This design comes from an exercise in tuning for small area on the open sky130 flow, not from production work.
The RTL was checked by simulation tests, not by an equivalence proof against the original design.
Power figures rest on the tool's default switching activity, not on a simulated workload.

### design/flow/config.mk
export PLATFORM = sky130hd
export DESIGN_NAME = pcie_irq
export DESIGN_NICKNAME = pcie_irq
export VERILOG_FILES = /design/flow/design.v
export SDC_FILE = /design/flow/constraint.sdc
export NUM_CORES = 4
export LEC_CHECK = 0
export CAP_MARGIN = 20
export CORE_MARGIN = 2
export CORE_UTILIZATION = 40
export CTS_BUF_LIST = sky130_fd_sc_hd__clkbuf_8
export CTS_CLUSTER_DIAMETER = 80
export CTS_CLUSTER_SIZE = 16
export SLEW_MARGIN = 20
### design/flow/constraint.sdc
create_clock -name core_clock -period 10.0 [get_ports {Clk_i}]
set_input_delay 2.0000 -clock core_clock [delete_from_list [all_inputs] [get_ports {Clk_i}]]
set_output_delay 2.0000 -clock core_clock [all_outputs]
set_load 0.01 [all_outputs]
### design/flow/design.v
module pcie_irq
(
   input            Clk_i,
   input            Rstn_i,
   input            MsixStructSChipSelect_i,
   input   [13:0]   MsixStructSAddress_i,
   input   [3:0]    MsixStructSByteEnable_i,
   input            MsixStructSRead_i,
   output  [31:0]   MsixStructSReadData_o,
   input            MsixStructSWrite_i,
   input   [31:0]   MsixStructSWriteData_i,
   output           MsixStructSWaitRequest_o,
   output           MsixMWrite_o,
   output  [63:0]   MsixMAddress_o,
   output  [31:0]   MsixMWriteData_o,
   output  [3:0]    MsixMByteEnable_o,
   input            MsixMWaitRequest_i,
   input   [31:0]   Irq_i,
   input   [81:0]   MsiIntfc_i,
   input   [15:0]   MsixIntfc_i,
   output           IntxReq_o,
   input            IrqRead_i,
   output  [31:0]   IrqReadData_o,
  input    [31:0]   MaskWritedata_i,
  input             MaskRead_i,
  input             MaskWrite_i,
  input    [3:0]    MaskByteenable_i,
  output   [31:0]   MaskReaddata_o,
  output            MaskWaitrequest_o
);
reg  [31:0] ena_state;
always @(posedge Clk_i or negedge Rstn_i)
  if (!Rstn_i)
    ena_state <= 32'hF;
  else if (MaskWrite_i)
    ena_state <= MaskWritedata_i;
wire [31:0] irq_masked = Irq_i & ena_state;
assign MaskReaddata_o    = ena_state;
assign MaskWaitrequest_o = 1'b0;
reg  [31:0] irq_readdata;
always @(posedge Clk_i)
  if (IrqRead_i)
    irq_readdata <= irq_masked;
assign IrqReadData_o = irq_readdata;
wire msix_enable   = MsixIntfc_i[15];
wire msi_enable    = MsiIntfc_i[80];
wire master_enable = MsiIntfc_i[81];
wire msix_mode     =  msix_enable & ~msi_enable;
wire msi_mode      = ~msix_enable &  msi_enable;
wire intx_mode     = ~msix_enable & ~msi_enable;
wire [3:0] irq4 = irq_masked[3:0];
reg  [3:0] irq_reg;
always @(posedge Clk_i or negedge Rstn_i)
  if (!Rstn_i)
    irq_reg <= 4'h0;
  else
    irq_reg <= irq4;
assign IntxReq_o = (|irq_reg) & intx_mode;
localparam H_IDLE = 3'd0;
localparam H_PIPE = 3'd1;
localparam H_READ = 3'd2;
localparam H_RW1  = 3'd3;
localparam H_RW2  = 3'd4;
localparam H_RACK = 3'd5;
localparam H_WACK = 3'd6;
reg  [2:0] hs;
reg        a13;           
reg  [4:0] aw;            
wire       host_req = MsixStructSChipSelect_i & (MsixStructSRead_i | MsixStructSWrite_i);
always @(posedge Clk_i)
  if (host_req) begin
    a13 <= MsixStructSAddress_i[13];
    aw  <= MsixStructSAddress_i[6:2];
  end
always @(posedge Clk_i or negedge Rstn_i)
  if (!Rstn_i)
    hs <= H_IDLE;
  else
    case (hs)
      H_IDLE: hs <= host_req ? H_PIPE : H_IDLE;
      H_PIPE: hs <= MsixStructSRead_i  ? H_READ :
                    MsixStructSWrite_i ? H_WACK : H_IDLE;
      H_READ: hs <= a13 ? H_RACK : H_RW1;
      H_RW1:  hs <= a13 ? H_RACK : H_RW2;
      H_RW2:  hs <= H_RACK;
      default: hs <= H_IDLE;
    endcase
wire host_rack = (hs == H_RACK);
wire host_wack = (hs == H_WACK);
wire host_rwin = (hs == H_READ) | (hs == H_RW1) | (hs == H_RW2);
assign MsixStructSWaitRequest_o = ~(host_rack | host_wack);
reg  [1023:0] ring;       
reg  [1:0]    t3;         
reg           t2;         
reg  [31:0]   wbuf;       
reg  [4:0]    wbuf_a;     
reg           wbuf_v;     
reg           land1;      
reg           land2;      
wire mem_we = host_wack & ~a13;
always @(posedge Clk_i)
  case (t3)
    2'd0:    t3 <= 2'd1;
    2'd1:    t3 <= 2'd2;
    default: t3 <= 2'd0;
  endcase
always @(posedge Clk_i)
  t2 <= ~t2;
always @(posedge Clk_i) begin
  land1 <= mem_we;
  land2 <= land1;
end
function [10:0] ring_of;    
  input [4:0] a;
  begin
    case (a)
      5'd0: ring_of = 11'b00000000001;
      5'd1: ring_of = 11'b00000000001;
      5'd2: ring_of = 11'b00000000001;
      5'd3: ring_of = 11'b00000000010;
      5'd4: ring_of = 11'b00000000010;
      5'd5: ring_of = 11'b00000000010;
      5'd6: ring_of = 11'b00000000100;
      5'd7: ring_of = 11'b00000000100;
      5'd8: ring_of = 11'b00000000100;
      5'd9: ring_of = 11'b00000001000;
      5'd10: ring_of = 11'b00000001000;
      5'd11: ring_of = 11'b00000001000;
      5'd12: ring_of = 11'b00000010000;
      5'd13: ring_of = 11'b00000010000;
      5'd14: ring_of = 11'b00000010000;
      5'd15: ring_of = 11'b00000100000;
      5'd16: ring_of = 11'b00000100000;
      5'd17: ring_of = 11'b00000100000;
      5'd18: ring_of = 11'b00001000000;
      5'd19: ring_of = 11'b00001000000;
      5'd20: ring_of = 11'b00001000000;
      5'd21: ring_of = 11'b00010000000;
      5'd22: ring_of = 11'b00010000000;
      5'd23: ring_of = 11'b00010000000;
      5'd24: ring_of = 11'b00100000000;
      5'd25: ring_of = 11'b00100000000;
      5'd26: ring_of = 11'b00100000000;
      5'd27: ring_of = 11'b01000000000;
      5'd28: ring_of = 11'b01000000000;
      5'd29: ring_of = 11'b01000000000;
      5'd30: ring_of = 11'b10000000000;
      5'd31: ring_of = 11'b10000000000;
      default: ring_of = 11'b0;
    endcase
  end
endfunction
function [2:0] k_of;        
  input [4:0] a;
  begin
    case (a)
      5'd0: k_of = 3'b001;
      5'd1: k_of = 3'b010;
      5'd2: k_of = 3'b100;
      5'd3: k_of = 3'b001;
      5'd4: k_of = 3'b010;
      5'd5: k_of = 3'b100;
      5'd6: k_of = 3'b001;
      5'd7: k_of = 3'b010;
      5'd8: k_of = 3'b100;
      5'd9: k_of = 3'b001;
      5'd10: k_of = 3'b010;
      5'd11: k_of = 3'b100;
      5'd12: k_of = 3'b001;
      5'd13: k_of = 3'b010;
      5'd14: k_of = 3'b100;
      5'd15: k_of = 3'b001;
      5'd16: k_of = 3'b010;
      5'd17: k_of = 3'b100;
      5'd18: k_of = 3'b001;
      5'd19: k_of = 3'b010;
      5'd20: k_of = 3'b100;
      5'd21: k_of = 3'b001;
      5'd22: k_of = 3'b010;
      5'd23: k_of = 3'b100;
      5'd24: k_of = 3'b001;
      5'd25: k_of = 3'b010;
      5'd26: k_of = 3'b100;
      5'd27: k_of = 3'b001;
      5'd28: k_of = 3'b010;
      5'd29: k_of = 3'b100;
      5'd30: k_of = 3'b001;
      5'd31: k_of = 3'b010;
      default: k_of = 3'b0;
    endcase
  end
endfunction
wire [2:0] ktail = (t3 == 2'd1) ? 3'b010 :
                   (t3 == 2'd2) ? 3'b001 : 3'b100;
function at_tail;
  input [4:0] a;
  input [2:0] kt;
  input       ph2;
  begin
    if (a[4:1] == 4'b1111)
      at_tail = a[0] ^ ph2;
    else
      at_tail = |(k_of(a) & kt);
  end
endfunction
wire [10:0] wbuf_ring = ring_of(wbuf_a);
wire        wbuf_put  = wbuf_v & at_tail(wbuf_a, ktail, t2);
wire [10:0] put       = {11{wbuf_put}} & wbuf_ring;
wire        wbuf_v_nx = mem_we | (wbuf_v & ~wbuf_put);
wire [4:0]  wbuf_a_nx = mem_we ? aw : wbuf_a;
wire [2:0]  ktail_nx  = (t3 == 2'd0) ? 3'b010 :
                        (t3 == 2'd1) ? 3'b001 : 3'b100;
reg  [10:0] ring_keep;
always @(posedge Clk_i)
  ring_keep <= ~({11{wbuf_v_nx & at_tail(wbuf_a_nx, ktail_nx, ~t2)}} & ring_of(wbuf_a_nx));
genvar r;
generate
  for (r = 0; r < 10; r = r + 1) begin : RING3
    always @(posedge Clk_i) begin
      ring[(3*r+0)*32 +: 32] <= ({32{put[r]}} & wbuf) | ({32{ring_keep[r]}} & ring[(3*r+2)*32 +: 32]);
      ring[(3*r+1)*32 +: 32] <= ring[(3*r+0)*32 +: 32];
      ring[(3*r+2)*32 +: 32] <= ring[(3*r+1)*32 +: 32];
    end
  end
endgenerate
always @(posedge Clk_i) begin
  ring[30*32 +: 32] <= ({32{put[10]}} & wbuf) | ({32{ring_keep[10]}} & ring[31*32 +: 32]);
  ring[31*32 +: 32] <= ring[30*32 +: 32];
end
wire [32*11-1:0] tails;
generate
  for (r = 0; r < 11; r = r + 1) begin : TAIL
    assign tails[r*32 +: 32] = ring[(r == 10 ? 31 : 3*r+2)*32 +: 32];
  end
endgenerate
wire [10:0] hring    = ring_of(aw);
wire        host_cap = host_rwin & at_tail(aw, ktail, t2) & ~(wbuf_v & (wbuf_a == aw));
reg  [31:0] wbuf_d;
integer q;
always @* begin
  wbuf_d = {32{mem_we}} & MsixStructSWriteData_i;
  for (q = 0; q < 11; q = q + 1)
    wbuf_d = wbuf_d | ({32{hring[q] & host_rwin}} & tails[q*32 +: 32]);
end
always @(posedge Clk_i) begin
  if (mem_we | host_cap)
    wbuf <= wbuf_d;
  if (mem_we)
    wbuf_a <= aw;
  wbuf_v <= wbuf_v_nx;
end
localparam G_IDLE  = 4'd0;
localparam G_PIPE  = 4'd1;
localparam G_CHECK = 4'd9;    
localparam G_MSIX  = 4'd10;
localparam G_MSI   = 4'd11;
reg  [3:0] gs;
reg        arb_v;         
reg  [1:0] arb_i;         
reg  [3:0] pba;
reg  [31:0] e0, e1, e2;   
reg        vmask;         
reg        ev;            
wire gen_idle = (gs == G_IDLE);
always @(posedge Clk_i or negedge Rstn_i)
  if (!Rstn_i)
    gs <= G_IDLE;
  else
    case (gs)
      G_IDLE:
        if ((|pba) & master_enable & msix_mode)
          gs <= G_PIPE;
        else if (msi_mode & (irq_reg != irq4) & (|irq4))
          gs <= G_MSI;
      4'd1: gs <= 4'd2;
      4'd2: gs <= 4'd3;
      4'd3: gs <= 4'd4;
      4'd4: gs <= 4'd5;
      4'd5: gs <= 4'd6;
      4'd6: gs <= 4'd7;
      4'd7: gs <= 4'd8;
      4'd8: gs <= 4'd9;
      G_CHECK:
        gs <= vmask ? G_IDLE : G_MSIX;
      G_MSIX, G_MSI:
        if (~MsixMWaitRequest_i)
          gs <= G_IDLE;
      default:
        gs <= G_IDLE;
    endcase
always @(posedge Clk_i or negedge Rstn_i)
  if (!Rstn_i) begin
    arb_v <= 1'b0;
    arb_i <= 2'd0;
  end else if (gen_idle) begin
    arb_v <= 1'b1;
    if (!arb_v) begin
      if      (pba[0]) arb_i <= 2'd0;
      else if (pba[1]) arb_i <= 2'd1;
      else if (pba[2]) arb_i <= 2'd2;
      else if (pba[3]) arb_i <= 2'd3;
      else begin arb_v <= 1'b0; arb_i <= 2'd0; end
    end else
      case (arb_i)
        2'd0:
          if      (pba[1]) arb_i <= 2'd1;
          else if (pba[2]) arb_i <= 2'd2;
          else if (pba[3]) arb_i <= 2'd3;
          else begin arb_v <= 1'b0; arb_i <= 2'd0; end
        2'd1:
          if      (pba[2]) arb_i <= 2'd2;
          else if (pba[3]) arb_i <= 2'd3;
          else begin arb_v <= 1'b0; arb_i <= 2'd0; end
        2'd2:
          if      (pba[3]) arb_i <= 2'd3;
          else if (pba[1]) arb_i <= 2'd1;
          else begin arb_v <= 1'b0; arb_i <= 2'd0; end
        default:
          if      (pba[1]) arb_i <= 2'd1;
          else if (pba[2]) arb_i <= 2'd2;
          else begin arb_v <= 1'b0; arb_i <= 2'd0; end
      endcase
  end
wire msg_done = (gs == G_MSIX) & ~MsixMWaitRequest_i;
genvar i;
generate
  for (i = 0; i < 4; i = i + 1) begin : PBA
    always @(posedge Clk_i or negedge Rstn_i)
      if (!Rstn_i)
        pba[i] <= 1'b0;
      else if (~irq_reg[i] & irq4[i] & msix_mode)
        pba[i] <= 1'b1;
      else if (msg_done & arb_v & (arb_i == i))
        pba[i] <= 1'b0;
  end
endgenerate
function [4:0] gen_cap_tab;   
  input [7:0] key;            
  begin
    case (key)
      8'b0010_00_10: gen_cap_tab = 5'b1_00_00;
      8'b0010_01_01: gen_cap_tab = 5'b1_00_00;
      8'b0010_10_00: gen_cap_tab = 5'b1_00_00;
      8'b0010_11_10: gen_cap_tab = 5'b1_00_00;
      8'b0011_00_01: gen_cap_tab = 5'b1_01_00;
      8'b0011_00_10: gen_cap_tab = 5'b1_00_01;
      8'b0011_01_00: gen_cap_tab = 5'b1_01_00;
      8'b0011_01_01: gen_cap_tab = 5'b1_00_01;
      8'b0011_10_00: gen_cap_tab = 5'b1_00_01;
      8'b0011_10_10: gen_cap_tab = 5'b1_01_00;
      8'b0011_11_01: gen_cap_tab = 5'b1_01_00;
      8'b0011_11_10: gen_cap_tab = 5'b1_00_01;
      8'b0100_00_00: gen_cap_tab = 5'b1_10_00;
      8'b0100_00_01: gen_cap_tab = 5'b1_01_01;
      8'b0100_00_10: gen_cap_tab = 5'b1_00_10;
      8'b0100_01_00: gen_cap_tab = 5'b1_01_01;
      8'b0100_01_01: gen_cap_tab = 5'b1_00_10;
      8'b0100_01_10: gen_cap_tab = 5'b1_10_00;
      8'b0100_10_00: gen_cap_tab = 5'b1_00_10;
      8'b0100_10_01: gen_cap_tab = 5'b1_10_00;
      8'b0100_10_10: gen_cap_tab = 5'b1_01_01;
      8'b0100_11_00: gen_cap_tab = 5'b1_10_00;
      8'b0100_11_01: gen_cap_tab = 5'b1_01_01;
      8'b0100_11_10: gen_cap_tab = 5'b1_00_10;
      8'b0101_00_00: gen_cap_tab = 5'b1_10_01;
      8'b0101_00_01: gen_cap_tab = 5'b1_01_10;
      8'b0101_00_10: gen_cap_tab = 5'b1_11_00;
      8'b0101_01_00: gen_cap_tab = 5'b1_01_10;
      8'b0101_01_01: gen_cap_tab = 5'b1_11_00;
      8'b0101_01_10: gen_cap_tab = 5'b1_10_01;
      8'b0101_10_00: gen_cap_tab = 5'b1_11_00;
      8'b0101_10_01: gen_cap_tab = 5'b1_10_01;
      8'b0101_10_10: gen_cap_tab = 5'b1_01_10;
      8'b0101_11_00: gen_cap_tab = 5'b1_10_01;
      8'b0101_11_01: gen_cap_tab = 5'b1_01_10;
      8'b0101_11_10: gen_cap_tab = 5'b1_11_00;
      8'b0110_00_00: gen_cap_tab = 5'b1_10_10;
      8'b0110_00_10: gen_cap_tab = 5'b1_11_01;
      8'b0110_01_01: gen_cap_tab = 5'b1_11_01;
      8'b0110_01_10: gen_cap_tab = 5'b1_10_10;
      8'b0110_10_00: gen_cap_tab = 5'b1_11_01;
      8'b0110_10_01: gen_cap_tab = 5'b1_10_10;
      8'b0110_11_00: gen_cap_tab = 5'b1_10_10;
      8'b0110_11_10: gen_cap_tab = 5'b1_11_01;
      8'b0111_00_10: gen_cap_tab = 5'b1_11_10;
      8'b0111_01_01: gen_cap_tab = 5'b1_11_10;
      8'b0111_10_00: gen_cap_tab = 5'b1_11_10;
      8'b0111_11_10: gen_cap_tab = 5'b1_11_10;
      default: gen_cap_tab = 5'b0;
    endcase
  end
endfunction
wire [4:0]  gcap   = gen_cap_tab({gs, arb_i, t3});
wire        gen_cap = gcap[4];
wire [1:0]  gi     = gcap[3:2];
wire [1:0]  gd     = gcap[1:0];
wire [4:0]  gword  = {1'b0, arb_i, gi};
wire [10:0] gring  = ring_of(gword);
wire        g_old  = (gd == 2'd0) | ((gd == 2'd1) & ~land1) | ((gd == 2'd2) & ~land1 & ~land2);
wire        g_byp  = wbuf_v & (wbuf_a == gword) & g_old;
reg  [31:0] gen_word;
always @* begin
  gen_word = g_byp ? wbuf : 32'b0;
  for (q = 0; q < 6; q = q + 1)
    gen_word = gen_word | ({32{gring[q] & ~g_byp}} & tails[q*32 +: 32]);
end
always @(posedge Clk_i or negedge Rstn_i)
  if (!Rstn_i)
    ev <= 1'b0;
  else if (gen_cap)
    ev <= 1'b1;
always @(posedge Clk_i) begin
  if (gen_cap && gi == 2'd0) e0 <= gen_word;
  if (gen_cap && gi == 2'd1) e1 <= gen_word;
  if (gen_cap && gi == 2'd2) e2 <= gen_word;
  if (gen_cap && gi == 2'd3) vmask <= gen_word[0];
end
assign MsixStructSReadData_o = a13 ? {28'b0, pba} : wbuf;
assign MsixMWrite_o      = (gs == G_MSIX) | (gs == G_MSI);
wire   sel_entry         = msix_mode & ev;
assign MsixMAddress_o    = sel_entry ? {e1, e0} : msix_mode ? 64'b0 : MsiIntfc_i[63:0];
assign MsixMWriteData_o  = sel_entry ? e2 : msix_mode ? 32'b0 : {16'b0, MsiIntfc_i[79:64]};
assign MsixMByteEnable_o = {4{MsixMWrite_o}};
endmodule
### design/flow/flow/run.sh
#!/bin/bash
set -euo pipefail
export BUFFER_PORTS_ARGS="-buffer_cell sky130_fd_sc_hd__buf_1"
bash standard.sh > standard_flow.log 2>&1
### design/flow/standard.sh
#!/bin/bash
# synth_recipe.tcl (not shown) runs the flow's synth.tcl, then flattens the netlist and writes it again
# the make line also repeats each setting of config.mk as NAME=value (left out here)
make -C /OpenROAD-flow-scripts/flow DESIGN_CONFIG=/design/flow/config.mk WORK_HOME=/design/flow/orfs CLKGATE_MAP_FILE= SYNTH_SCRIPT=/design/flow/synth_recipe.tcl "${@:-finish}"
==> flow_summary.ini, run 1 <==
[logic_synthesis]
synth_top_family_by_area = compound AO/OA/AOI/OAI gates
synth-edff-count = 167
netlist-cell-type-count = 75
ys_ff_latch = 1292
seq_area_frac_synth = 0.701
postSynthCellCount = 3056
synth_area_leaders = dfxtp_1 (54%), edfxtp_1 (13%), a22o_1 (10%)
synth_top_area_frac = 0.542
synth_area_per_cell_um2 = 13.0
yosys.cell_count.top_type = dfxtp_1
synth_mux_area_frac = 0.0222
synth_simple_gate_area_frac = 0.0744
synth_flop_cell = dfxtp_1
syn-cell-area_mm2 = 0.0397
synth_compound_area_frac = 0.162
synth_xor_xnor_area_share = 0.00417
ys.warnings.count = 1
synthAdderAreaFrac = 0.00726
synthTopCellsByCount = dfxtp_1 (1074), a22o_1 (454), nand2_1 (240)
synth_top_cell_by_area = dfxtp_1
async_flop_share = 0.0395
syn-num-nets = 3304

[final_layout]
nets = 3595
largest_reg_flops = 1024
layout.cells.non_filler = 4690
syn_to_final_growth_pct = 10.5
largest_register = ring
drive_gt1_frac = 0.0824

[clock_network]
cts-root-buf = clkbuf_8
htree_levels = 3
path_clk_slew_ns = 0.10
cts_max_path_buffers = 3
cts_tree = done
cts_setup_buffers = 0
insertion_delay_ns = 0.75
hold_buffers = 0
cts_resized = 0
cts_sinks = 1292
cts_made_buffers = 91

[grt]
grt_overflow = 0
grt_max_degree = 97
grt_pass1_wl_um = 169000
track_usage = 0.226
antenna_found_initial = 6
grt_pass1_vias = 24723

[timing]
rsz0062_at_grt = false
finalSetupViolations = 0
hold_violations = 0
max_freq_mhz = 173
finalCriticalPeriod_ns = 5.77
period_share = 0.577
finalClockSkew_ns = 0.0213
worst_pin_slew_ns = 1.10
timing.setup.tns_ns = 0
drv_slew = 0
finalWorstSetupSlack_ns = 4.23
hold_slack_ns = 0.321
relSlewSlack = 0.263

[critical_path]
critPathRequiredTime_ns = 8.00
reg2reg_to = e1[28]$_DFFE_PP_
endpoint_kind = primary output
crit_type = in -> out
r2r_setup_slack_ns = 4.96
arrival_ns = 3.77
cp-start-kind = input port
path_max_fanout = 93
r2r-start = arb_i[1]$_DFFE_PN0P_
reg2reg_depth = 9

[place]
hpwl_um = 65500
dp_cells = 4541
globalplace.congestion = 0.838
dp_slack_ns = 4.19
portBuffers = 391

[die]
die_x_um = 319
io_pins = 425
rows = 115
die_y_um = 319
core_mm2 = 0.0983
die-area_mm2 = 0.102
start_util = 0.403

[pwr]
powerDensity_mw_per_mm2 = 218
p_leak_nw = 17.0
peakVddDrop_v = 0.000136
total_power_mw = 9.56

[route]
via_count = 25831
wire_per_inst_um = 25.2
drc_errors = 0
routed_via_density = 5.51
drt_first_pass_iters = 6
wl_um = 118000
antenna_left = 0
drtIter0Drc = 2356

[run_status]
outcome = timing/DRC/antenna clean

[worst_hold_path]
hold_start = ring[606]$_DFF_P_
min_path_type = reg -> reg
hold_path_end = ring[638]$_DFF_P_
holdPathStages = 0

[job]
maxCapViolCount = 0
[layout make-up]
cell class	count	area [µm²]
Fill cell	9060	54500
Sequential cell	1292	27800
Multi-Input combinational cell	1484	10800
Timing Repair Buffer	450	1910
Tap cell	1287	1610
Clock buffer	94	1290
Clock inverter	52	254
Inverter	28	105
Antenna cell	3	7.51
[logic make-up (layout without fill, tap and decap cells)]
family,after synthesis,in the layout
flops,1292,1292
compound gates,745,745
simple gates,618,618
buf+inv,280,624
mux,79,79
fa+ha+maj,23,23
xor+xnor,18,18
other cells,1,4
[layout by cell type (no fill, tap or decap), types with 50 or more instances in the layout]
cell type  count
dfxtp_1     1068
a22o_1       454
inv_1         73
nor2_1        59
mux2_2        56
buf_4         59
edfxtp_1     167
and2_1        50
buf_1        390
nand2_1      240
clkbuf_8      94
a221oi_1      98
nand3_1      141
[routing by layer]
layer,vias to the layer above,wire length [µm],global-route usage
met5,-,41,0
met4,6,3870,0.0832
met3,242,8850,0.0396
met2,1153,53800,0.360
met1,12783,51600,0.307
li1,11647,-,-
[power breakdown]
group	switching (mW)	total (mW)	internal (mW)
sequential	0.204	5.69	5.49
combinational	0.975	1.37	0.396
clock	1.62	2.50	0.882
total	2.80	9.56	6.76
[worst max path at each step]
stage	start	end	slack [ns]	cells past startpoint
after global placement	MsixIntfc_i[15]	MsixMAddress_o[60]	4.26	6
after CTS	MsixIntfc_i[15]	MsixMAddress_o[60]	4.20	6
final	MsixIntfc_i[15]	MsixMWriteData_o[15]	4.23	6
after detailed placement	MsixIntfc_i[15]	MsixMAddress_o[60]	4.19	6
after floorplan	t3[1]$_DFF_P_	e2[0]$_DFFE_PP_	4.63	8
after global routing	MsixIntfc_i[15]	MsixMAddress_o[60]	4.04	6
[stage by stage]
| stage | utilization | area, µm² |
|---|---|---|
| finish | 0.446 | 43800 |
| global route | 0.446 | 43800 |
| CTS | 0.446 | 43800 |
| detailed placement | 0.430 | 42200 |
| global placement | 0.430 | 42200 |
| floorplan | - | 39700 |
[critical path: stages]
cell and delay, ns:
buf_1 0.15, nor2b_4 0.34, buf_4 0.68, nand3_1 0.18, nand2_1 0.16, buf_1 0.17
==> run 2, diff against run 1 <==
==> design/flow/config.mk (replaced) <==
export PLATFORM = sky130hd
export DESIGN_NAME = pcie_irq
export DESIGN_NICKNAME = pcie_irq
export VERILOG_FILES = /design/flow/design.v
export SDC_FILE = /design/flow/constraint.sdc
export NUM_CORES = 4
export LEC_CHECK = 0
export CAP_MARGIN = 20
export CORE_MARGIN = 2
export CORE_UTILIZATION = 60
export CTS_CLUSTER_DIAMETER = 100
export CTS_CLUSTER_SIZE = 24
export SLEW_MARGIN = 20
==> run 2 against run 1 <==
Compared with the run above: still clean; combinational power barely moved; clock skew up 0.020 ns; area after synthesis unchanged; first-iteration DRC count grew 7.1%; sequential power about the same; critical endpoint is now MsixMAddress_o[40].
==> flow_summary.ini, run 2 <==
[run_status]
outcome = timing/DRC/antenna clean

[critical_path]
arrival_ns = 3.81
path_max_fanout = 96
r2r_setup_slack_ns = 5.22
crit_type = in -> out
cp-start-kind = input port
endpoint_kind = primary output
critPathRequiredTime_ns = 8.00

[route]
routed.top_layer = met4
wl_met3_um = 10600
wl_met2_um = 51900
drtIter0Drc = 2524
routed_via_density = 6.24
drc_errors = 0
wl_um = 114000
via_count = 26317
drt_first_pass_iters = 7
wire_per_inst_um = 27.1
antenna_left = 0
wl_met1_um = 47700

[die]
start_util = 0.604
die_y_um = 261
die-area_mm2 = 0.0682
io_pins = 425
core_mm2 = 0.0656
die_x_um = 261
rows = 94

[clock_network]
cts_tree = done
path_clk_slew_ns = 0.10
cts_sinks = 1292
insertion_delay_ns = 0.68
cts_made_buffers = 59
htree_levels = 2
cts_resized = 0
cts_max_path_buffers = 3
cts_setup_buffers = 0
hold_buffers = 0
cts-root-buf = clkbuf_16

[pwr]
p_leak_nw = 16.9
powerDensity_mw_per_mm2 = 225
peakVddDrop_v = 0.000154

[timing]
relSlewSlack = 0.190
drv_slew = 0
finalCriticalPeriod_ns = 5.81
hold_violations = 0
timing.setup.tns_ns = 0
finalClockSkew_ns = 0.0413
worst_pin_slew_ns = 1.21
finalSetupViolations = 0
max_freq_mhz = 172
hold_slack_ns = 0.297
rsz0062_at_grt = false
period_share = 0.581

[logic_synthesis]
synth_flop_cell = dfxtp_1
synth_area_leaders = dfxtp_1 (54%), edfxtp_1 (13%), a22o_1 (10%)
syn-num-nets = 3304
syn-cell-area_mm2 = 0.0397
synth-edff-count = 167
yosys.cell_count.top_type = dfxtp_1
synth_area_per_cell_um2 = 13.0
seq_area_frac_synth = 0.701
async_flop_share = 0.0395
synth_top_area_frac = 0.542
ys.warnings.count = 1
ys_ff_latch = 1292
synthTopCellsByCount = dfxtp_1 (1074), a22o_1 (454), nand2_1 (240)
postSynthCellCount = 3056
synth_top_cell_by_area = dfxtp_1
netlist-cell-type-count = 75

[final_layout]
fin_area_mm2 = 0.0434
syn_to_final_growth_pct = 9.39
drive_gt1_frac = 0.0641
final.fill_count = 5014
layout_common_cells = dfxtp_1 (1074), a22o_1 (454), buf_1 (388)
largest_reg_flops = 1024
nets = 3559
mostFrequentLayoutCell = dfxtp_1
largest_register = ring

[grt]
grt_pass1_wl_um = 163000
grt_max_degree = 98
antenna_found_initial = 1
grt_overflow = 0
grt_pass1_vias = 25374
track_usage = 0.327

[worst_hold_path]
min_path_type = reg -> reg

[place]
place_area_mm2 = 0.0417
hpwl_um = 64300
portBuffers = 391
globalplace.congestion = 0.822

[job]
maxCapViolCount = 0
==> run 2: cell counts after synthesis <==
No cell type changed its count.
==> run 2: path summary, 6_finish.rpt <==
path / start / end / depth (start not counted)
worst max-delay path: MsixIntfc_i[15] / MsixMAddress_o[40] / 6
max in group asynchronous: Rstn_i / ev$_DFFE_PN0P_ / 2
min in group asynchronous: Rstn_i / hs[2]$_DFF_PN0_ / 2
worst max register to register: arb_i[0]$_DFFE_PN0P_ / e0[26]$_DFFE_PP_ / 9
worst min register to register: ring[926]$_DFF_P_ / ring[958]$_DFF_P_ / 0
worst min-delay path: ring[926]$_DFF_P_ / ring[958]$_DFF_P_ / 0
==> run 2: routing by layer <==
layer / global-route usage / up-vias
met2: 0.522 / 1385
met5: 0 / -
li1: - / 11586
met3: 0.0700 / 255
met1: 0.446 / 13091
met4: 0.113 / 0
==> run 2: layout make-up <==
| type | instances | area [µm²] | area share |
|---|---|---|---|
| flip-flops and latches | 1292 | 27800 | 0.641 |
| inverters | 28 | 105 | 0.00242 |
| clock buffers | 101 | 1680 | 0.0387 |
| repair buffers | 446 | 1880 | 0.0434 |
| diodes | 1 | 2.50 | 0.0000577 |
| clock inverters | 1 | 30.0 | 0.000692 |
| well taps | 864 | 1080 | 0.0249 |
| multi-input cells | 1484 | 10800 | 0.249 |
==> run 2: stage by stage <==
stage	utilization	setup WS, ns	cells	total power, mW
after CTS	0.661	4.23	4216	9.76
after global placement	0.635	4.29	4114	7.10
final	0.661	4.19	4217	9.77
after detailed placement	0.635	4.23	4114	7.13
after global routing	0.661	4.03	4216	10.1
after floorplan	-	4.63	3056	6.57
==> run 2: kinds of logic (layout without fill, tap and decap cells) <==
| logic type | after synthesis | count (layout) | share of synthesized area |
|---|---|---|---|
| buf+inv | 280 | 576 | 0.0293 |
| other cells | 1 | 2 | 0.0000946 |
| flops | 1292 | 1292 | 0.701 |
| mux | 79 | 79 | 0.0222 |
| xor+xnor | 18 | 18 | 0.00417 |
| compound gates | 745 | 745 | 0.162 |
| simple gates | 618 | 618 | 0.0744 |
| fa+ha+maj | 23 | 23 | 0.00726 |
==> run 2: power breakdown <==
| part | total [mW] | internal [mW] | switching (mW) |
|---|---|---|---|
| registers | 5.67 | 5.49 | 0.185 |
| clock network | 2.71 | 1.15 | 1.56 |
| logic | 1.38 | 0.392 | 0.990 |
==> run 2: worst max-delay path, stage by stage <==
cell,delay [ns]
buf_1,0.17
nor2b_4,0.29
buf_4,0.66
nand3_1,0.16
nand2_1,0.22
buf_1,0.20
==> run 3, diff against run 2 <==
--- a/design/flow/config.mk
+++ b/design/flow/config.mk
@@ -7,7 +7,7 @@
 export LEC_CHECK = 0
 export CAP_MARGIN = 20
 export CORE_MARGIN = 2
-export CORE_UTILIZATION = 60
+export CORE_UTILIZATION = 40
 export CTS_CLUSTER_DIAMETER = 100
 export CTS_CLUSTER_SIZE = 24
 export SLEW_MARGIN = 20
==> run 3 against run 2 <==
Compared with the run above: wire length rose by 2.7%; core utilization fell by 21 points; cell count rose by 10%; sequential power barely moved; clock-buffer cell count fell by 4; global-route usage fell by 10 points; setup slack improved by 0.032 ns; power barely moved; critical path depth did not move; largest power group unchanged.
==> flow_summary.ini, run 3 <==
[route]
via_count = 25629
routed_via_density = 5.52
drtIter0Drc = 2358
antenna_left = 0
wire_per_inst_um = 25.2
wl_um = 117000
drc_errors = 0
drt_first_pass_iters = 5

[logic_synthesis]
syn-num-nets = 3304
yosys.cell_count.top_type = dfxtp_1
ys.warnings.count = 1
async_flop_share = 0.0395
synth_top_area_frac = 0.542
synth_flop_cell = dfxtp_1
synth-edff-count = 167
synth_xor_xnor_area_share = 0.00417
synth_compound_area_frac = 0.162
syn-cell-area_mm2 = 0.0397
synth_area_per_cell_um2 = 13.0
synth_area_leaders = dfxtp_1 (54%), edfxtp_1 (13%), a22o_1 (10%)
ys_ff_latch = 1292
synth_top_cell_by_area = dfxtp_1
synth_top_family_by_area = compound AO/OA/AOI/OAI gates
seq_area_frac_synth = 0.701
netlist-cell-type-count = 75
synthAdderAreaFrac = 0.00726
synthTopCellsByCount = dfxtp_1 (1074), a22o_1 (454), nand2_1 (240)
postSynthCellCount = 3056
synth_simple_gate_area_frac = 0.0744
synth_mux_area_frac = 0.0222

[critical_path]
critPathRequiredTime_ns = 8.00
arrival_ns = 3.77
crit_type = in -> out
cp-start-kind = input port
crit_path_start = MsixIntfc_i[15]
endpoint_kind = primary output
path_max_fanout = 93
r2r-start = arb_i[1]$_DFFE_PN0P_

[pwr]
powerDensity_mw_per_mm2 = 222
p_leak_nw = 16.9
peakVddDrop_v = 0.000148
total_power_mw = 9.77

[die]
die_x_um = 319
rows = 115
die-area_mm2 = 0.102
die_y_um = 319
start_util = 0.403
core_mm2 = 0.0983
io_pins = 425

[clock_network]
cts_sinks = 1292
cts_made_buffers = 59
cts_tree = done
insertion_delay_ns = 0.69
cts_setup_buffers = 0
hold_buffers = 0
htree_levels = 2
cts_max_path_buffers = 3
path_clk_slew_ns = 0.09
cts-root-buf = clkbuf_16
cts_resized = 0

[grt]
grt_util_met1 = 0.305
grt_pass1_wl_um = 168000
met3_usage = 0.0385
track_usage = 0.223
antenna_found_initial = 5
grt_max_degree = 97
gr-max-usage-layer = met2
met2_usage = 0.358
grt_pass1_vias = 24381
grt_overflow = 0

[timing]
period_share = 0.577
hold_violations = 0
drv_slew = 0
rsz0062_at_grt = false
finalClockSkew_ns = 0.0552
timing.setup.tns_ns = 0
relSlewSlack = 0.257
finalCriticalPeriod_ns = 5.77
max_freq_mhz = 173
worst_pin_slew_ns = 1.11
finalSetupViolations = 0

[final_layout]
final.fill_count = 9004
nets = 3563
largest_register = ring
utilization = 0.447
layout_common_cells = dfxtp_1 (1068), a22o_1 (454), buf_1 (390)
mostFrequentLayoutCell = dfxtp_1
largest_reg_flops = 1024
syn_to_final_growth_pct = 10.9
drive_gt1_frac = 0.0722

[job]
maxCapViolCount = 0

[run_status]
outcome = timing/DRC/antenna clean

[place]
globalplace.congestion = 0.838
hpwl_um = 65500
portBuffers = 391

[worst_hold_path]
min_path_type = reg -> reg
hold_start = ring[711]$_DFF_P_
-- run 3: cell counts after synthesis --
Identical to the previous run, type by type.
-- run 3: area by class of cell --
type                            count  area (µm²)  share of cell area
Clock buffer                       97        1640              0.0373
Sequential cell                  1292       27800               0.633
Clock inverter                      3        68.8             0.00157
Antenna cell                        1        2.50           0.0000569
Multi-Input combinational cell   1484       10800               0.246
Inverter                           28         105             0.00239
Tap cell                         1287        1610              0.0366
Timing Repair Buffer              450        1910              0.0435
-- run 3: worst paths after layout --
kind | endpoint | cells after the start | slack [ns]
hold reg to reg | ring[743]$_DFF_P_ | 0 | 0.29
min in group asynchronous | hs[1]$_DFF_PN0_ | 2 | 1.41
hold / removal | ring[743]$_DFF_P_ | 0 | 0.29
setup reg to reg | e1[27]$_DFFE_PP_ | 9 | 4.93
max in group asynchronous | ev$_DFFE_PN0P_ | 2 | 8.05
setup / recovery | MsixMAddress_o[60] | 6 | 4.23
-- run 3: power by group --
group / switching (mW) / total (mW) / internal [mW]
clock network: 1.58 / 2.72 / 1.14
registers: 0.204 / 5.69 / 5.49
logic: 0.972 / 1.37 / 0.396
-- run 3: critical path, stage by stage --
cell and delay, ns:
buf_1 0.15, nor2b_4 0.34, buf_4 0.68, nand3_1 0.17
nand2_1 0.21, buf_1 0.17
-- run 3: layer usage --
| metal | vias to the layer above | share of wire |
|---|---|---|
| li1 | 11578 | - |
| met1 | 12740 | 0.44 |
| met2 | 1084 | 0.46 |
| met3 | 221 | 0.070 |
| met4 | 6 | 0.030 |
| met5 | - | 0.00035 |
-- run 3: cell families after synthesis --
group           Yosys count
buf+inv                 280
flops                  1292
fa+ha+maj                23
other cells               1
compound gates          745
xor+xnor                 18
simple gates            618
mux                      79
-- run 3: stage by stage --
stage                     instances  cell area, µm²  setup WS, ns  hold slack [ns]
final                          4642           44000          4.23            0.292
after global routing           4641           44000          4.04            0.313
after CTS                      4641           44000          4.20            0.286
after detailed placement       4541           42200          4.19            0.312
after global placement         4541           42200          4.26            0.310
after floorplan                3056           39700          4.63            0.310
==> run 4, diff against run 3 <==
==> design/flow/flow/run.sh (replaced) <==
#!/bin/bash
set -euo pipefail
export BUFFER_PORTS_ARGS="-buffer_cell sky130_fd_sc_hd__buf_1"
export CTS_ARGS="-sink_clustering_enable -repair_clock_nets -sink_clustering_size 16 -sink_clustering_max_diameter 80 -buf_list sky130_fd_sc_hd__clkbuf_8 -dont_use_dummy_load"
bash standard.sh > standard_flow.log 2>&1
--- a/design/flow/config.mk
+++ b/design/flow/config.mk
@@ -8,6 +8,4 @@
 export CAP_MARGIN = 20
 export CORE_MARGIN = 2
 export CORE_UTILIZATION = 40
-export CTS_CLUSTER_DIAMETER = 100
-export CTS_CLUSTER_SIZE = 24
 export SLEW_MARGIN = 20
==> run 4 against run 3 <==
Compared with the run above: global-route usage is 0.22 points higher; power fell by 3.8%; largest cell class unchanged; still clean; clock power fell by 14%; core utilization shrank 0.46 points; clock-buffer cell count fell by 6; combinational power is essentially flat.
==> flow_summary.ini, run 4 <==
[die]
core_mm2 = 0.0983
io_pins = 425
die_y_um = 319
die-area_mm2 = 0.102
start_util = 0.403
die_x_um = 319
rows = 115

[final_layout]
largest_reg_flops = 1024
fin_area_mm2 = 0.0435
syn_to_final_growth_pct = 9.73
layout.cells.non_filler = 4635
mostFrequentLayoutCell = dfxtp_1
drive_gt1_frac = 0.0807
nets = 3595
largest_register = ring
layout_common_cells = dfxtp_1 (1068), a22o_1 (454), buf_1 (390)

[timing]
max_freq_mhz = 173
finalWorstSetupSlack_ns = 4.23
relSlewSlack = 0.278
hold_slack_ns = 0.282
finalCriticalPeriod_ns = 5.77
hold_violations = 0
rsz0062_at_grt = false
finalClockSkew_ns = 0.0883
finalSetupViolations = 0
drv_slew = 0
worst_pin_slew_ns = 1.08
timing.setup.tns_ns = 0
period_share = 0.577

[critical_path]
crit_path_start = MsixIntfc_i[15]
path_delay_family = buffers and inverters
cp-start-kind = input port
slowest_stage = buf_4
r2r-start = arb_i[1]$_DFFE_PN0P_
critPathRequiredTime_ns = 8.00
endpoint_kind = primary output
path_max_fanout = 93
crit_path_max_incr_delay_ns = 0.67
path_buf_inv = 3
crit_top_cell = buf_1
critical_path.cell_chain = buf_1 -> nor2b_4 -> buf_4 -> nand3_1 -> nand2_1 -> buf_1
arrival_ns = 3.77
r2r_setup_slack_ns = 4.98
crit_type = in -> out

[clock_network]
cts-root-buf = clkbuf_8
cts_max_path_buffers = 3
cts_setup_buffers = 0
cts_tree = done
hold_buffers = 0
htree_levels = 3
path_clk_slew_ns = 0.10
cts_resized = 0
cts_made_buffers = 91
cts_sinks = 1292
insertion_delay_ns = 0.74

[grt]
track_usage = 0.225
grt_max_degree = 97
grt_overflow = 0
antenna_found_initial = 6
grt_pass1_wl_um = 168000
grt_pass1_vias = 24630

[pwr]
peakVddDrop_v = 0.000134
switching_share = 0.288
pwr-share-clk = 0.250
p_switching_mw = 2.71
p_leak_nw = 16.7
p_comb_frac = 0.145
powerDensity_mw_per_mm2 = 216
p_seq_frac = 0.605
intPower_mw = 6.70

[route]
drt_first_pass_iters = 5
drc_errors = 0
via_count = 25632
drtIter0Drc = 2461
antenna_left = 0
wire_per_inst_um = 25.4
wl_um = 118000
routed_via_density = 5.53

[worst_hold_path]
hold_start = ring[606]$_DFF_P_
min_path_type = reg -> reg

[logic_synthesis]
syn-cell-area_mm2 = 0.0397
synth_top_cell_by_area = dfxtp_1
synth_top_area_frac = 0.542
seq_area_frac_synth = 0.701
ys_ff_latch = 1292
netlist-cell-type-count = 75
postSynthCellCount = 3056
synthTopCellsByCount = dfxtp_1 (1074), a22o_1 (454), nand2_1 (240)
yosys.cell_count.top_type = dfxtp_1
synth_area_leaders = dfxtp_1 (54%), edfxtp_1 (13%), a22o_1 (10%)
async_flop_share = 0.0395
synth-edff-count = 167
synth_flop_cell = dfxtp_1
syn-num-nets = 3304
ys.warnings.count = 1
synth_area_per_cell_um2 = 13.0

[place]
globalplace.congestion = 0.838
place_area_mm2 = 0.0422
portBuffers = 391
dp_slack_ns = 4.19
hpwl_um = 65500
dp_cells = 4541

[run_status]
outcome = timing/DRC/antenna clean

[job]
maxCapViolCount = 0
[run 4: cell counts after synthesis]
No cell type changed its count.
[run 4: path summary, 6_finish.rpt]
kind                                       to  depth (start not counted)
setup / recovery           MsixMAddress_o[60]                          6
hold / removal              ring[638]$_DFF_P_                          0
setup reg to reg             e1[27]$_DFFE_PP_                          9
hold reg to reg             ring[638]$_DFF_P_                          0
max in group asynchronous      ev$_DFFE_PN0P_                          2
min in group asynchronous     hs[1]$_DFF_PN0_                          2
[run 4: metal layers]
metal  global-route usage  up-vias  wire length, µm
li1                     -    11599                -
met1                0.307    12668            51900
met2                0.359     1100            53400
met3               0.0376      259             8390
met4               0.0848        6             4180
met5                    0        -               41
[run 4: per-stage QoR]
step | power, mW | util
after floorplan | 6.57 | -
after global placement | 7.14 | 0.430
after detailed placement | 7.16 | 0.430
after CTS | 9.44 | 0.443
after global routing | 9.75 | 0.443
final | 9.41 | 0.443
[run 4: cell type report]
class,instances,area (µm²)
Sequential cell,1292,27800
Inverter,28,105
Clock buffer,91,1250
Tap cell,1287,1610
Antenna cell,3,7.51
Multi-Input combinational cell,1484,10800
Timing Repair Buffer,450,1910
Fill cell,9060,54800
[run 4: cells by family (layout without fill, tap and decap cells)]
group | Yosys count | after routing | share of synthesized area
flip-flops | 1292 | 1292 | 0.701
AO/OA/AOI/OAI | 745 | 745 | 0.162
AND/OR/NAND/NOR | 618 | 618 | 0.0744
buffers and inverters | 280 | 569 | 0.0293
multiplexers | 79 | 79 | 0.0222
adder cells (fa/ha/maj) | 23 | 23 | 0.00726
XOR/XNOR | 18 | 18 | 0.00417
other | 1 | 4 | 0.0000946
[run 4: power by group through the flow]
stage	Sequential, mW	Clock [mW]	Combinational (mW)
floorplan	5.68	0	0.894
global placement	5.81	0	1.34
detailed placement	5.81	0	1.35
CTS	5.69	2.40	1.35
global route	5.72	2.58	1.45
finish	5.69	2.35	1.37
==> run 5, diff against run 4 <==
==> design/flow/flow/run.sh (replaced) <==
#!/bin/bash
set -euo pipefail
export BUFFER_PORTS_ARGS="-buffer_cell sky130_fd_sc_hd__buf_1"
export CTS_ARGS="-sink_clustering_enable -repair_clock_nets -sink_clustering_size 24 -sink_clustering_max_diameter 100 -dont_use_dummy_load"
bash standard.sh > standard_flow.log 2>&1
==> run 5 against run 4 <==
Compared with the run above: critical path type unchanged; still clean on timing, DRC and antenna; sequential power hardly changed; largest cell class unchanged; largest power group unchanged; synthesized cell count stayed put; power is 2.4% higher.
==> flow_summary.ini, run 5 <==
[route]
wl_um = 117000
drc_errors = 0
via_count = 25683
routed_via_density = 5.58
antenna_left = 0
drt_first_pass_iters = 7
wire_per_inst_um = 25.5
drtIter0Drc = 2398

[final_layout]
drive_gt1_frac = 0.0718
layout.cells.non_filler = 4601
layout_common_cells = dfxtp_1 (1068), a22o_1 (454), buf_1 (390)
nets = 3563
syn_to_final_growth_pct = 10.3
fin_area_mm2 = 0.0437
largest_register = ring
mostFrequentLayoutCell = dfxtp_1
largest_reg_flops = 1024
utilization = 0.445

[run_status]
outcome = timing/DRC/antenna clean

[timing]
finalCriticalPeriod_ns = 5.77
finalClockSkew_ns = 0.104
hold_violations = 0
rsz0062_at_grt = false
finalSetupViolations = 0
max_freq_mhz = 173
worst_pin_slew_ns = 1.09
drv_slew = 0
timing.setup.tns_ns = 0
period_share = 0.577
relSlewSlack = 0.272

[critical_path]
cp-start-kind = input port
critical_path.cell_chain = buf_1 -> nor2b_4 -> buf_4 -> nand3_1 -> nand2_1 -> buf_1
crit_type = in -> out
crit_path_max_incr_delay_ns = 0.68
arrival_ns = 3.77
path_max_fanout = 93
endpoint_kind = primary output
critPathRequiredTime_ns = 8.00
crit_top_cell = buf_1
slowest_stage = buf_4

[grt]
track_usage = 0.223
grt_util_met1 = 0.306
antenna_found_initial = 4
grt_pass1_vias = 24357
gr-max-usage-layer = met2
met3_usage = 0.0371
grt_max_degree = 97
grt_pass1_wl_um = 168000
grt_overflow = 0
met2_usage = 0.359

[worst_hold_path]
min_path_type = reg -> reg

[pwr]
p_switching_mw = 2.70
switching_share = 0.280
p_leak_nw = 16.8
powerDensity_mw_per_mm2 = 220
pwr-share-clk = 0.267
intPower_mw = 6.93
p_seq_frac = 0.591
p_comb_frac = 0.142
peakVddDrop_v = 0.000139

[logic_synthesis]
synth-edff-count = 167
syn-cell-area_mm2 = 0.0397
postSynthCellCount = 3056
ys_ff_latch = 1292
ys.warnings.count = 1
synth_flop_cell = dfxtp_1
yosys.cell_count.top_type = dfxtp_1
synth_top_cell_by_area = dfxtp_1
synth_top_area_frac = 0.542
synth_area_per_cell_um2 = 13.0
synth_area_leaders = dfxtp_1 (54%), edfxtp_1 (13%), a22o_1 (10%)
netlist-cell-type-count = 75
syn-num-nets = 3304
synthTopCellsByCount = dfxtp_1 (1074), a22o_1 (454), nand2_1 (240)
async_flop_share = 0.0395
seq_area_frac_synth = 0.701

[clock_network]
path_clk_slew_ns = 0.09
cts_tree = done
htree_levels = 2
hold_buffers = 0
cts_made_buffers = 59
cts_sinks = 1292
cts_resized = 0
insertion_delay_ns = 0.70
cts_setup_buffers = 0
cts-root-buf = clkbuf_16
cts_max_path_buffers = 3

[job]
maxCapViolCount = 0

[place]
globalplace.congestion = 0.838
portBuffers = 391
place_area_mm2 = 0.0422
hpwl_um = 65500
dp_cells = 4541

[die]
die_y_um = 319
die-area_mm2 = 0.102
io_pins = 425
rows = 115
core_mm2 = 0.0983
start_util = 0.403
die_x_um = 319
## run 5: logic make-up after synthesis
| logic type | count (synthesis) | synth area share |
|---|---|---|
| flops | 1292 | 0.701 |
| other cells | 1 | 0.0000946 |
| compound gates | 745 | 0.162 |
| buf+inv | 280 | 0.0293 |
| simple gates | 618 | 0.0744 |
| fa+ha+maj | 23 | 0.00726 |
| xor+xnor | 18 | 0.00417 |
| mux | 79 | 0.0222 |
## run 5: stage by stage
| stage | setup slack (ns) | total power [mW] | hold slack, ns |
|---|---|---|---|
| floorplan | 4.63 | 6.57 | 0.310 |
| global placement | 4.26 | 7.14 | 0.310 |
| detailed placement | 4.19 | 7.16 | 0.312 |
| CTS | 4.20 | 9.66 | 0.265 |
| global route | 4.04 | 9.96 | 0.280 |
| finish | 4.23 | 9.63 | 0.266 |
## run 5: path summary, 6_finish.rpt
kind                            cells after the start  slack (ns)                 start            endpoint
worst min register to register                      0        0.27      ring[30]$_DFF_P_    ring[62]$_DFF_P_
worst max-delay path                                6        4.23       MsixIntfc_i[15]  MsixMAddress_o[60]
min in group asynchronous                           2        1.44                Rstn_i     hs[1]$_DFF_PN0_
worst max register to register                      9        4.92  arb_i[1]$_DFFE_PN0P_    e1[27]$_DFFE_PP_
max in group asynchronous                           2        8.01                Rstn_i      ev$_DFFE_PN0P_
worst min-delay path                                0        0.27      ring[30]$_DFF_P_    ring[62]$_DFF_P_
## run 5: worst max-delay path, delay by kind of cell
family / cells / cell delay (ns)
and+or+nand+nor: 3 / 0.72
buffers and inverters: 3 / 1.00
## run 5: power groups by stage
stage / registers (mW) / logic, mW / clock network (mW)
final: 5.69 / 1.37 / 2.57
after global routing: 5.72 / 1.45 / 2.79
after CTS: 5.69 / 1.35 / 2.62
after detailed placement: 5.81 / 1.35 / 0
after global placement: 5.81 / 1.34 / 0
after floorplan: 5.68 / 0.894 / 0
## run 5: metal layers
| metal | wire length, µm | up-vias |
|---|---|---|
| li1 | - | 11543 |
| met1 | 51400 | 12795 |
| met2 | 53600 | 1111 |
| met3 | 8500 | 228 |
| met4 | 3660 | 6 |
| met5 | 41 | - |
## run 5: area by class of cell
cell class,count,area [µm²]
clock buffers,59,1480
repair buffers,450,1910
diodes,1,2.50
multi-input cells,1484,10800
flip-flops and latches,1292,27800
inverters,28,105
well taps,1287,1610
fillers,8994,54500
==> run 6, diff against run 5 <==
==> design/flow/flow/run.sh (replaced) <==
#!/bin/bash
set -euo pipefail
export BUFFER_PORTS_ARGS="-buffer_cell sky130_fd_sc_hd__buf_1"
export CTS_ARGS="-sink_clustering_enable -repair_clock_nets -sink_clustering_size 10 -sink_clustering_max_diameter 60 -buf_list sky130_fd_sc_hd__clkbuf_4 -dont_use_dummy_load"
bash standard.sh > standard_flow.log 2>&1
==> run 6 against run 5 <==
Compared with the run above: fmax barely moved; power fell by 3.5%; die area did not move; sequential cell count did not move; highest routed layer unchanged; register-to-register slack improved by 0.11 ns; critical endpoint unchanged; global-route usage rose by 0.42 points; largest power group unchanged; synthesized cell count did not move; critical path depth did not move; design area fell by 0.84%; worst hold slack got worse by 0.017 ns.
==> flow_summary.ini, run 6 <==
[run_status]
outcome = timing/DRC/antenna clean

[logic_synthesis]
yosys.cell_count.top_type = dfxtp_1
syn-cell-area_mm2 = 0.0397
seq_area_frac_synth = 0.701
synth_xor_xnor_area_share = 0.00417
ys_ff_latch = 1292
synth_top_family_by_area = compound AO/OA/AOI/OAI gates
synth_flop_cell = dfxtp_1
synth-edff-count = 167
synth_top_area_frac = 0.542
synth_area_leaders = dfxtp_1 (54%), edfxtp_1 (13%), a22o_1 (10%)
synth_mux_area_frac = 0.0222
synthAdderAreaFrac = 0.00726
synth_simple_gate_area_frac = 0.0744
synth_area_per_cell_um2 = 13.0
postSynthCellCount = 3056
synth_top_cell_by_area = dfxtp_1
synthTopCellsByCount = dfxtp_1 (1074), a22o_1 (454), nand2_1 (240)
syn-num-nets = 3304
synth_compound_area_frac = 0.162
netlist-cell-type-count = 75
async_flop_share = 0.0395
ys.warnings.count = 1

[critical_path]
crit_top_cell = buf_1
endpoint_kind = primary output
reg2reg_depth = 9
r2r-start = arb_i[1]$_DFFE_PN0P_
crit_path_max_incr_delay_ns = 0.67
crit_path_start = MsixIntfc_i[15]
cp-start-kind = input port
critical_path.cell_chain = buf_1 -> nor2b_4 -> buf_4 -> nand3_1 -> nand2_1 -> buf_1
endpoint = MsixMAddress_o[60]
slowest_stage = buf_4
critPathRequiredTime_ns = 8.00
crit_type = in -> out
reg2reg_to = e0[26]$_DFFE_PP_
path_max_fanout = 93
r2r_setup_slack_ns = 5.03
arrival_ns = 3.78

[final_layout]
layout_common_cells = dfxtp_1 (1068), a22o_1 (454), buf_1 (390)
largest_reg_flops = 1024
nets = 3651
mostFrequentLayoutCell = dfxtp_1
syn_to_final_growth_pct = 9.35
drive_gt1_frac = 0.0959
largest_register = ring

[route]
drtIter0Drc = 2265
via_count = 26045
antenna_left = 0
wl_um = 118000
wire_per_inst_um = 25.2
routed_via_density = 5.55
drt_first_pass_iters = 5
drc_errors = 0

[die]
start_util = 0.403
die-area_mm2 = 0.102
io_pins = 425
die_x_um = 319
core_mm2 = 0.0983
die_y_um = 319
rows = 115

[grt]
grt_overflow = 0
track_usage = 0.228
grt_pass1_vias = 25074
grt_max_degree = 97
grt_pass1_wl_um = 170000
antenna_found_initial = 5

[place]
portBuffers = 391
hpwl_um = 65500
dp_slack_ns = 4.19
globalplace.congestion = 0.838

[timing]
timing.setup.tns_ns = 0
rsz0062_at_grt = false
drv_slew = 0
period_share = 0.578
finalWorstSetupSlack_ns = 4.22
relSlewSlack = 0.283
max_freq_mhz = 173
finalCriticalPeriod_ns = 5.78
finalClockSkew_ns = 0.111
hold_violations = 0
finalSetupViolations = 0
worst_pin_slew_ns = 1.07

[pwr]
p_leak_nw = 16.7
powerDensity_mw_per_mm2 = 214
peakVddDrop_v = 0.000145

[clock_network]
cts-root-buf = clkbuf_4
cts_tree = done
path_clk_slew_ns = 0.11
cts_sinks = 1292
insertion_delay_ns = 1.03
cts_setup_buffers = 0
cts_resized = 0
htree_levels = 4
cts_max_path_buffers = 3
cts_made_buffers = 147
hold_buffers = 0

[job]
maxCapViolCount = 0

[worst_hold_path]
min_path_type = reg -> reg
run 6: cell types whose count changed in the layout (fill, tap and decap cells not counted), sizes merged:
cell,before,now
diode,1,3
clkbuf,60,148
run 6: logic make-up after synthesis:
kind of cell               after synthesis
and+or+nand+nor                        618
AOI/OAI and AO/OA                      745
adders and majority gates               23
other                                    1
buffers and inverters                  280
xor gates and xnor gates                18
DFF                                   1292
muxes                                   79
run 6: per-layer routing:
metal,part of all wire,GRT usage,vias to the layer above
li1,-,-,11757
met1,0.44,0.305,12838
met2,0.45,0.360,1175
met3,0.074,0.0468,269
met4,0.035,0.0916,6
met5,0.00035,0,-
run 6: through the flow:
stage          power, mW  hold WS [ns]  instances   util  area (µm²)
6_report            9.30         0.249       4691  0.441       43400
5_1_grt             9.66         0.245       4689  0.441       43400
4_1_cts             9.34         0.238       4688  0.441       43400
3_5_place_dp        7.16         0.312       4541  0.430       42200
3_3_place_gp        7.14         0.310       4541  0.430       42200
2_1_floorplan       6.57         0.310       3056      -       39700
run 6: final cells by class:
type	count	area (µm²)
Sequential cell	1292	27800
Multi-Input combinational cell	1484	10800
Inverter	28	105
Antenna cell	3	7.51
Fill cell	9088	54900
Clock buffer	147	1100
Tap cell	1287	1610
Timing Repair Buffer	450	1910
run 6: power by group:
group	switching, mW	total [mW]	leakage [nW]	internal, mW
Combinational	0.975	1.37	5.24	0.396
Sequential	0.203	5.69	10.8	5.49
Clock	1.56	2.24	0.676	0.679
run 6: worst min-delay path by stage:
stage	from	to	slack [ns]	cells past startpoint
3_3_place_gp	ring[311]$_DFF_P_	ring[343]$_DFF_P_	0.31	0
6_report	ring[705]$_DFF_P_	ring[737]$_DFF_P_	0.25	0
4_1_cts	ring[705]$_DFF_P_	ring[737]$_DFF_P_	0.24	0
5_1_grt	ring[705]$_DFF_P_	ring[737]$_DFF_P_	0.24	0
2_1_floorplan	ring[968]$_DFF_P_	ring[1000]$_DFF_P_	0.31	0
3_5_place_dp	ring[348]$_DFF_P_	ring[380]$_DFF_P_	0.31	0
run 6: worst max-delay path, delay by kind of cell:
| family | cells | cell delay, ns |
|---|---|---|
| AND/OR/NAND/NOR | 3 | 0.72 |
| buffers and inverters | 3 | 0.99 |
==> run 7, diff against run 6 <==
--- a/design/flow/config.mk
+++ b/design/flow/config.mk
@@ -5,7 +5,7 @@
 export SDC_FILE = /design/flow/constraint.sdc
 export NUM_CORES = 4
 export LEC_CHECK = 0
-export CAP_MARGIN = 20
+export CAP_MARGIN = 0
 export CORE_MARGIN = 2
 export CORE_UTILIZATION = 40
-export SLEW_MARGIN = 20
+export SLEW_MARGIN = 0
==> run 7 against run 6 <==
Compared with the run above: core utilization is the same; still clean on timing, DRC and antenna; critical path type unchanged; area after synthesis is the same; clock power is essentially flat; critical endpoint unchanged.
==> flow_summary.ini, run 7 <==
[grt]
track_usage = 0.228
grt_pass1_vias = 25074
antenna_found_initial = 5
grt_max_degree = 97
grt_overflow = 0
grt_pass1_wl_um = 170000

[pwr]
p_leak_nw = 16.7
peakVddDrop_v = 0.000145
powerDensity_mw_per_mm2 = 214
total_power_mw = 9.30

[logic_synthesis]
synth_top_area_frac = 0.542
yosys.cell_count.top_type = dfxtp_1
syn-cell-area_mm2 = 0.0397
netlist-cell-type-count = 75
synth_area_per_cell_um2 = 13.0
ys.warnings.count = 1
synth_top_cell_by_area = dfxtp_1
async_flop_share = 0.0395
synth-edff-count = 167
postSynthCellCount = 3056
synth_area_leaders = dfxtp_1 (54%), edfxtp_1 (13%), a22o_1 (10%)
synth_flop_cell = dfxtp_1
ys_ff_latch = 1292
seq_area_frac_synth = 0.701
synthTopCellsByCount = dfxtp_1 (1074), a22o_1 (454), nand2_1 (240)
syn-num-nets = 3304

[route]
wl_um = 118000
routed_via_density = 5.55
wire_per_inst_um = 25.2
drtIter0Drc = 2265
drc_errors = 0
via_count = 26045
drt_first_pass_iters = 5
antenna_left = 0

[final_layout]
fin_area_mm2 = 0.0434
layout_common_cells = dfxtp_1 (1068), a22o_1 (454), buf_1 (390)
drive_gt1_frac = 0.0959
syn_to_final_growth_pct = 9.35
mostFrequentLayoutCell = dfxtp_1
nets = 3651
largest_register = ring
utilization = 0.441
largest_reg_flops = 1024
final.fill_count = 9088
layout.cells.non_filler = 4691

[place]
dp_slack_ns = 4.19
portBuffers = 391
place_area_mm2 = 0.0422
dp_cells = 4541
globalplace.congestion = 0.838
hpwl_um = 65500

[clock_network]
cts_resized = 0
hold_buffers = 0
cts_setup_buffers = 0
cts_made_buffers = 147
cts-root-buf = clkbuf_4
path_clk_slew_ns = 0.11
insertion_delay_ns = 1.03
htree_levels = 4
cts_sinks = 1292
cts_max_path_buffers = 3
cts_tree = done

[timing]
period_share = 0.578
finalSetupViolations = 0
finalClockSkew_ns = 0.111
relSlewSlack = 0.283
hold_slack_ns = 0.249
rsz0062_at_grt = false
timing.setup.tns_ns = 0
max_freq_mhz = 173
drv_slew = 0
finalWorstSetupSlack_ns = 4.22
worst_pin_slew_ns = 1.07
hold_violations = 0
finalCriticalPeriod_ns = 5.78

[critical_path]
endpoint_kind = primary output
cp-start-kind = input port
crit_type = in -> out
critPathRequiredTime_ns = 8.00
arrival_ns = 3.78
path_max_fanout = 93

[die]
rows = 115
start_util = 0.403
die_y_um = 319
die-area_mm2 = 0.102
io_pins = 425
core_mm2 = 0.0983
die_x_um = 319

[worst_hold_path]
min_path_type = reg -> reg

[job]
maxCapViolCount = 0

[run_status]
outcome = timing/DRC/antenna clean
run 7: final timing paths:
kind	startpoint	to	slack, ns	cells past startpoint
max	MsixIntfc_i[15]	MsixMAddress_o[60]	4.22	6
min	ring[705]$_DFF_P_	ring[737]$_DFF_P_	0.25	0
max reg2reg	arb_i[1]$_DFFE_PN0P_	e0[26]$_DFFE_PP_	5.03	9
min reg2reg	ring[705]$_DFF_P_	ring[737]$_DFF_P_	0.25	0
max in group asynchronous	Rstn_i	arb_i[0]$_DFFE_PN0P_	8.37	2
min in group asynchronous	Rstn_i	irq_reg[3]$_DFF_PN0_	1.12	2
run 7: layer usage:
metal	up-vias	wire length [µm]	global-route usage	share of wire
met1	12838	51700	0.305	0.44
met5	-	41	0	0.00035
met4	6	4150	0.0916	0.035
met3	269	8720	0.0468	0.074
li1	11757	-	-	-
met2	1175	53800	0.360	0.45
run 7: kinds of logic after synthesis:
group / share of synthesized area
compound gates: 0.162
xor+xnor: 0.00417
fa+ha+maj: 0.00726
buf+inv: 0.0293
flops: 0.701
mux: 0.0222
other cells: 0.0000946
simple gates: 0.0744
run 7: worst max-delay path, stage by stage:
cell     delay [ns]
buf_1          0.15
nor2b_4        0.34
buf_4          0.67
nand3_1        0.17
nand2_1        0.21
buf_1          0.17
run 7: power breakdown:
part	leakage, nW	total (mW)	switching (mW)	internal [mW]
Sequential	10.8	5.69	0.203	5.49
Combinational	5.24	1.37	0.975	0.396
Clock	0.676	2.24	1.56	0.679
Total	16.7	9.30	2.73	6.56
run 7: final cells by class:
type	count	area, µm²	area share
well taps	1287	1610	0.0371
diodes	3	7.51	0.000173
flip-flops and latches	1292	27800	0.641
multi-input cells	1484	10800	0.249
inverters	28	105	0.00242
repair buffers	450	1910	0.0441
clock buffers	147	1100	0.0255
==> run 8, diff against run 7 <==
==> design/flow/config.mk (replaced) <==
export PLATFORM = sky130hd
export DESIGN_NAME = pcie_irq
export DESIGN_NICKNAME = pcie_irq
export VERILOG_FILES = /design/flow/design.v
export SDC_FILE = /design/flow/constraint.sdc
export NUM_CORES = 4
export LEC_CHECK = 0
export CAP_MARGIN = 20
export CORE_MARGIN = 2
export CORE_UTILIZATION = 55
export PLACE_DENSITY = 0.7
export SLEW_MARGIN = 20
==> run 8 against run 7 <==
Compared with the run above: combinational power about the same; global-route usage rose by 7.6 points; via count up 3.0%; cell count is 7.3% lower; register-to-register slack improved by 0.05 ns; die area is 27% lower; core utilization is 16 points higher; fmax is 2.0% higher; sequential share of layout area is 0.71 points higher.
==> flow_summary.ini, run 8 <==
[timing]
rsz0062_at_grt = false
hold_violations = 0
finalCriticalPeriod_ns = 5.66
relSlewSlack = 0.196
worst_pin_slew_ns = 1.21
period_share = 0.566
finalClockSkew_ns = 0.0993
timing.setup.tns_ns = 0
drv_slew = 0
max_freq_mhz = 177
finalSetupViolations = 0
finalWorstSetupSlack_ns = 4.34

[critical_path]
crit_type = in -> out
arrival_ns = 3.66
critical_path.cell_chain = buf_1 -> nor2b_4 -> buf_4 -> nand3_1 -> nand2_1 -> buf_1
path_max_fanout = 101
crit_path_max_incr_delay_ns = 0.67
critPathRequiredTime_ns = 8.00
cp-start-kind = input port
slowest_stage = buf_4
crit_top_cell = buf_1
endpoint_kind = primary output

[die]
die_y_um = 273
die-area_mm2 = 0.0743
rows = 98
core_mm2 = 0.0715
start_util = 0.555
io_pins = 425
die_x_um = 273

[final_layout]
nets = 3647
largest_register = ring
fin_area_mm2 = 0.0429
layout_common_cells = dfxtp_1 (1073), a22o_1 (454), buf_1 (390)
final.fill_count = 5608
drive_gt1_frac = 0.0871
largest_reg_flops = 1024
syn_to_final_growth_pct = 8.13
mostFrequentLayoutCell = dfxtp_1

[logic_synthesis]
synth_area_per_cell_um2 = 13.0
yosys.cell_count.top_type = dfxtp_1
syn-num-nets = 3304
postSynthCellCount = 3056
synthTopCellsByCount = dfxtp_1 (1074), a22o_1 (454), nand2_1 (240)
ys.warnings.count = 1
async_flop_share = 0.0395
synth_area_leaders = dfxtp_1 (54%), edfxtp_1 (13%), a22o_1 (10%)
netlist-cell-type-count = 75
synth_top_cell_by_area = dfxtp_1
seq_area_frac_synth = 0.701
synth-edff-count = 167
ys_ff_latch = 1292
synth_flop_cell = dfxtp_1
syn-cell-area_mm2 = 0.0397
synth_top_area_frac = 0.542

[route]
via_count = 26823
wl_um = 115000
routed_via_density = 6.17
wire_per_inst_um = 26.5
drt_first_pass_iters = 5
antenna_left = 0
drc_errors = 0
drtIter0Drc = 2582

[grt]
track_usage = 0.304
grt_pass1_wl_um = 167000
grt_max_degree = 102
antenna_found_initial = 4
grt_pass1_vias = 26628
grt_overflow = 0

[pwr]
peakVddDrop_v = 0.000135
p_comb_frac = 0.146
p_switching_mw = 2.70
intPower_mw = 6.56
powerDensity_mw_per_mm2 = 216
p_leak_nw = 16.7
switching_share = 0.292
p_seq_frac = 0.614
pwr-share-clk = 0.240
total_power_mw = 9.26

[place]
globalplace.congestion = 0.874
dp_slack_ns = 4.38
hpwl_um = 63700
portBuffers = 391
place_area_mm2 = 0.0418

[job]
maxCapViolCount = 0

[clock_network]
insertion_delay_ns = 1.03
cts_made_buffers = 148
cts_tree = done
hold_buffers = 0
cts_resized = 0
path_clk_slew_ns = 0.10
htree_levels = 4
cts_setup_buffers = 0
cts_max_path_buffers = 3
cts_sinks = 1292
cts-root-buf = clkbuf_4

[worst_hold_path]
min_path_type = reg -> reg

[run_status]
outcome = timing/DRC/antenna clean
[run 8: cell counts after synthesis]
No cell type changed its count.
[run 8: final cells by class]
type	instances	area, µm²	area share
Clock buffer	148	1110	0.0259
Timing Repair Buffer	445	1870	0.0437
Multi-Input combinational cell	1484	10800	0.252
Antenna cell	3	7.51	0.000175
Tap cell	950	1190	0.0277
Inverter	28	105	0.00245
Sequential cell	1292	27800	0.648
[run 8: kinds of logic (layout without fill, tap and decap cells)]
logic type               after synthesis  count (layout)  synth area share
AO/OA/AOI/OAI                        745             745             0.162
flip-flops                          1292            1292             0.701
buffers and inverters                280             621            0.0293
other                                  1               4         0.0000946
multiplexers                          79              79            0.0222
AND/OR/NAND/NOR                      618             618            0.0744
XOR/XNOR                              18              18           0.00417
adder cells (fa/ha/maj)               23              23           0.00726
[run 8: critical path, delay by kind of cell]
| kind | cells | cell delay (ns) |
|---|---|---|
| buf+inv | 3 | 1.00 |
| simple gates | 3 | 0.55 |
[run 8: per-stage QoR]
step                      instances  utilization  hold WS [ns]
after floorplan                3056            -         0.310
after global placement         4199        0.584         0.310
after detailed placement       4199        0.584         0.312
after CTS                      4347        0.600         0.278
after global routing           4350        0.600         0.278
final                          4350        0.600         0.293
[run 8: worst paths after layout]
| check | from | endpoint | slack [ns] | cells past startpoint |
|---|---|---|---|---|
| worst max register to register | arb_i[1]$_DFFE_PN0P_ | e0[6]$_DFFE_PP_ | 5.08 | 9 |
| worst min-delay path | ring[446]$_DFF_P_ | ring[478]$_DFF_P_ | 0.29 | 0 |
| min in group asynchronous | Rstn_i | hs[1]$_DFF_PN0_ | 1.09 | 2 |
| worst max-delay path | MsixIntfc_i[15] | MsixMAddress_o[15] | 4.34 | 6 |
| worst min register to register | ring[446]$_DFF_P_ | ring[478]$_DFF_P_ | 0.29 | 0 |
| max in group asynchronous | Rstn_i | ev$_DFFE_PN0P_ | 8.34 | 2 |
[run 8: per-layer routing]
metal	GRT usage	wire, µm
met1	0.392	46100
met2	0.487	53400
met3	0.0722	10800
met4	0.139	4750
met5	0	0
[run 8: power groups by stage]
stage / Combinational [mW] / Sequential, mW / Clock [mW]
2_1_floorplan: 0.894 / 5.68 / 0
3_3_place_gp: 1.28 / 5.79 / 0
3_5_place_dp: 1.32 / 5.81 / 0
4_1_cts: 1.32 / 5.69 / 2.27
5_1_grt: 1.42 / 5.72 / 2.46
6_report: 1.35 / 5.69 / 2.22
